What follows belongs to an exercise in optimizing a design on an open flow for small area, a short achievable clock period and few clock cycles per item; a production flow would make more cautious choices. In this exercise RTL edits were held to simulation tests only and were not proved equivalent to the original.

Setup of P:
## Fp32Unit
module Fp32Unit (
    output logic [31:0] intResult,
    output logic [31:0] fpResult,
    output logic writeFlags,
    output logic [4:0] writeFlagsValue,
    output logic done,
    input logic enable,
    input logic flush,
    input logic [2:0] unit,
    input logic [3:0] command,
    input logic [2:0] roundingMode,
    input logic [31:0] intSrc1,
    input logic [31:0] intSrc2,
    input logic [31:0] fpSrc1,
    input logic [31:0] fpSrc2,
    input logic [31:0] fpSrc3,
    input logic clk,
    input logic rst
);
Size: roughly 5,000 cells after synthesis, ~250 I/O pins, roughly 0.043 sq mm of cells after synthesis.
==> flow/config.mk <==
export PLATFORM = sky130hd
export DESIGN_NAME = Fp32Unit
export DESIGN_NICKNAME = Fp32Unit
export VERILOG_FILES = /design/flow/design.v
export SDC_FILE = /design/flow/constraint.sdc
export NUM_CORES = 4
export LEC_CHECK = 0
export ABC_CLOCK_PERIOD_IN_PS = 80000
export CAP_MARGIN = 20
export CORE_MARGIN = 2
export CORE_UTILIZATION = 60
export CTS_BUF_LIST = sky130_fd_sc_hd__clkbuf_4 sky130_fd_sc_hd__clkbuf_8
export PLACE_DENSITY = 0.74
export SLEW_MARGIN = 20
==> flow/constraint.sdc <==
create_clock -name core_clock -period 240.0 [get_ports {clk}]
set_input_delay 48.0000 -clock core_clock [delete_from_list [all_inputs] [get_ports {clk}]]
set_output_delay 48.0000 -clock core_clock [all_outputs]
set_load 0.01 [all_outputs]
standard.sh (not shown) runs the stock make flow with config.mk's settings and CLKGATE_MAP_FILE= SYNTH_SCRIPT=/design/flow/synth_recipe.tcl, a recipe that flattens the netlist after the stock synthesis.
==> flow/flow/run.sh <==
#!/bin/bash
# The standard layout with two changes to how it is optimised; the clock
# period and all constraints stay the design's:
#  - timing repair aims at a setup slack of 141 ns instead of 5 ns, so it
#    also works on the paths from inputs to outputs, which set the period
#    the layout achieves;
#  - every port still gets its buffer, but a plain buf_1 (repair resizes it
#    where timing needs) instead of the default delay buffer.
set -euo pipefail
bash standard.sh SETUP_SLACK_MARGIN=141 \
    "BUFFER_PORTS_ARGS=-buffer_cell sky130_fd_sc_hd__buf_1" \
    finish > standard_flow.log 2>&1
P did not stop at any stage, and its layout met the timing, DRC and antenna checks.
Testbench counts of P, summed over its fixed seeds: cycles 23,936, ops 12,000.
[inputs] Q vs P
Settings: changing CORE_UTILIZATION from 60 to 55; changing PLACE_DENSITY from 0.74 to 0.7.
==> flow/flow/run.sh <==
#!/bin/bash
# The standard layout with two changes to how it is optimised; the clock
# period and all constraints stay the design's:
#  - timing repair aims at a setup slack of 142 ns instead of 5 ns, so it
#    also works on the paths from inputs to outputs, which set the period
#    the layout achieves;
#  - every port still gets its buffer, but a plain buf_1 (repair resizes it
#    where timing needs) instead of the default delay buffer.
set -euo pipefail
bash standard.sh SETUP_SLACK_MARGIN=142 \
    "BUFFER_PORTS_ARGS=-buffer_cell sky130_fd_sc_hd__buf_1" \
    finish > standard_flow.log 2>&1
Results
- Measured against each other, Q and P differ in via count, the higher figure coming from P.
- Achievable clock frequency: Q vs P, no meaningful difference
- Q against P: global-route usage -5.4 points; proportion of layout cells with a drive suffix above 1 +0.66 points.
## Diff of input files: R against Q
==> flow/flow/run.sh <==
#!/bin/bash
# The standard layout with two changes to how it is optimised; the clock
# period and all constraints stay the design's:
#  - timing repair aims at a setup slack of 141 ns instead of 5 ns, so it
#    also works on the paths from inputs to outputs, which set the period
#    the layout achieves;
#  - every port still gets its buffer, but a plain buf_1 (repair resizes it
#    where timing needs) instead of the default delay buffer.
set -euo pipefail
bash standard.sh SETUP_SLACK_MARGIN=141 \
    "BUFFER_PORTS_ARGS=-buffer_cell sky130_fd_sc_hd__buf_1" \
    finish > standard_flow.log 2>&1
==> comparison <==
- R — clock period minus worst slack 0.063 ns higher, Q as reference
- Of Q and R, Q shows the higher setup slack, with R below it.


Fp32Unit, a different RTL version from the one above (not shown whole).
Size in the first run: roughly 5,200 cells after synthesis, ~140 flip-flops, roughly 250 I/O pins, about 44,000 sq um of cells after synthesis.
clock: 240.0 ns
lec_check: 0
abc_clock_period_in_ps: 80000
cap_margin: 10
core_margin: 2
core_utilization: 40
cts_buf_list: sky130_fd_sc_hd__clkbuf_4 sky130_fd_sc_hd__clkbuf_8
slew_margin: 10
==> flow/flow/run.sh <==
#!/bin/bash
# The standard layout with two changes to how it is optimised; the clock
# period and all constraints stay the design's:
#  - timing repair aims at a setup slack of 140 ns instead of 5 ns, so it
#    also works on the paths from inputs to outputs, which set the period
#    the layout achieves;
#  - every port still gets its buffer, but a plain buf_2 (repair resizes it
#    where timing needs) instead of the default delay buffer.
set -euo pipefail
bash standard.sh SETUP_SLACK_MARGIN=140 \
    "BUFFER_PORTS_ARGS=-buffer_cell sky130_fd_sc_hd__buf_2" \
    finish > standard_flow.log 2>&1
Testbench counts at the start, summed over its fixed seeds: cycles 23,936, ops 12,000.
Next try:
==> flow/flow/run.sh (replaced) <==
#!/bin/bash
# The standard layout with two changes to how it is optimised; the clock
# period and all constraints stay the design's:
#  - timing repair aims at a setup slack of 141 ns instead of 5 ns, so it
#    also works on the paths from inputs to outputs, which set the period
#    the layout achieves;
#  - every port still gets its buffer, but a plain buf_1 (repair resizes it
#    where timing needs) instead of the default delay buffer.
set -euo pipefail
bash standard.sh SETUP_SLACK_MARGIN=141 \
    "BUFFER_PORTS_ARGS=-buffer_cell sky130_fd_sc_hd__buf_1" \
    finish > standard_flow.log 2>&1
--- a/flow/config.mk
+++ b/flow/config.mk
@@ -7,7 +7,8 @@
 export LEC_CHECK = 0
 export ABC_CLOCK_PERIOD_IN_PS = 80000
-export CAP_MARGIN = 10
+export CAP_MARGIN = 20
 export CORE_MARGIN = 2
-export CORE_UTILIZATION = 40
+export CORE_UTILIZATION = 55
 export CTS_BUF_LIST = sky130_fd_sc_hd__clkbuf_4 sky130_fd_sc_hd__clkbuf_8
-export SLEW_MARGIN = 10
+export PLACE_DENSITY = 0.7
+export SLEW_MARGIN = 20
=> Hold slack loses 0.0040 ns. Area after synthesis does not change. Design area fell by 1.4%. Flip-flop and latch count stays the same. Worst setup slack gains 0.23 ns. Non-clock buffer count rose by 9. Maximum frequency barely changes.
Next try:
==> flow/flow/run.sh (replaced) <==
#!/bin/bash
# The standard layout with two changes to how it is optimised; the clock
# period and all constraints stay the design's:
#  - timing repair aims at a setup slack of 141 ns instead of 5 ns, so it
#    also works on the paths from inputs to outputs, which set the period
#    the layout achieves;
#  - every port still gets its buffer, but a plain buf_2 (repair resizes it
#    where timing needs) instead of the default delay buffer.
set -euo pipefail
bash standard.sh SETUP_SLACK_MARGIN=141 \
    "BUFFER_PORTS_ARGS=-buffer_cell sky130_fd_sc_hd__buf_2" \
    finish > standard_flow.log 2>&1
--- a/flow/config.mk
+++ b/flow/config.mk
@@ -9,6 +9,5 @@
 export CAP_MARGIN = 20
 export CORE_MARGIN = 2
-export CORE_UTILIZATION = 55
+export CORE_UTILIZATION = 40
 export CTS_BUF_LIST = sky130_fd_sc_hd__clkbuf_4 sky130_fd_sc_hd__clkbuf_8
-export PLACE_DENSITY = 0.7
 export SLEW_MARGIN = 20
=> Worst setup slack is better by 0.061 ns. Count of clock-buffer cells in the layout came out higher by 2. Global-route usage came out lower by 9.3 points. Cell area came out higher by about 1.5%. Die area came out higher by 37%. First-iteration DRC count came out lower by 9.7%. Synthesized area stays the same. Cell count came out higher by about 5.4%. Hold slack is better by 0.022 ns.


Fp32Unit, a different RTL version from the one above (not shown whole).
Size: about 5000 cells after synthesis, about 150 flip-flops, ~0.044 mm^2 of cells after synthesis.
Settings: LEC_CHECK=0, ABC_CLOCK_PERIOD_IN_PS=80000, CAP_MARGIN=20, CORE_MARGIN=2, CORE_UTILIZATION=40, SETUP_SLACK_MARGIN=5, SLEW_MARGIN=20; clock period 240.0 ns.
run.sh (not shown) runs the stock make flow with config.mk's settings and CLKGATE_MAP_FILE= SYNTH_SCRIPT=/design/flow/synth_recipe.tcl, a recipe that flattens the netlist after the stock synthesis.
Stock flow here: none of the scripts above is used.
Testbench counts at the start, summed over its fixed seeds: cycles 23,936, ops 12,000.
Change:
==> flow/flow/run.sh (new file) <==
#!/bin/bash
# The standard layout, with timing repair aimed at a setup slack of 138 ns
# instead of 5 ns: the clock period and constraints stay the design's, but
# repair then also works on the paths from inputs to outputs, which set the
# period the layout achieves.
set -euo pipefail
bash standard.sh SETUP_SLACK_MARGIN=138 finish > standard_flow.log 2>&1
==> flow/standard.sh (new file) <==
#!/bin/bash
# synth_recipe.tcl (not shown) runs the flow's synth.tcl, then flattens the netlist and writes it again
# the make line also repeats each setting of config.mk as NAME=value (left out here)
make -C /OpenROAD-flow-scripts/flow DESIGN_CONFIG=/design/flow/config.mk WORK_HOME=/design/flow/orfs CLKGATE_MAP_FILE= SYNTH_SCRIPT=/design/flow/synth_recipe.tcl "${@:-finish}"
Settings changed: SETUP_SLACK_MARGIN 5 to not set.
removed: flow/run.sh
Effect: Worst hold slack got worse by 3.2 ps; clock skew is about the same; non-clock buffer count goes up by 3; sequential share of layout area stays flat.

## separate check: timing with driven ports
How much do the figures lean on ideal ports? The routed layouts below were timed once more, with nothing changed but the port constraints.
Step 1 assumes that a clkbuf_16 drives the clock port and a buf_2 every other input.
Step 2 times the ports against the registers' clock, not the clock port: input delays grow and output delays shrink by t, the midpoint of the rising clock arrivals with the driver on.
Three values: ideal ports, drivers, drivers and shift; two values: the first two.
run | shift t [ns] | setup slack, ns | hold WS [ns]
P | 0.590 | 139.963 / 139.940 / 139.940 | 0.493 / 0.493 / 0.493
Q | 0.572 | 140.082 / 140.056 / 140.056 | 0.478 / 0.478 / 0.478
R | 0.611 | 140.019 / 139.997 / 139.997 | 0.480 / 0.480 / 0.480
the first run of note 2 | 0.617 | 139.594 / 139.528 / 139.528 | 0.485 / 0.485 / 0.485
the second run of note 2 | 0.609 | 139.828 / 139.796 / 139.796 | 0.481 / 0.481 / 0.481
the third run of note 2 | 0.619 | 139.889 / 139.829 / 139.829 | 0.504 / 0.504 / 0.504
the first run of note 3 | 0.526 | 136.779 / 136.759 / 136.759 | 0.475 / 0.475 / 0.475
the second run of note 3 | 0.517 | 138.085 / 138.060 / 138.060 | 0.472 / 0.472 / 0.472
After both steps setup and hold are still met in every run listed. The setup slack of the first run of note 2, which loses most, moves by -0.066 ns with the drivers and by -0.066 ns with both steps.
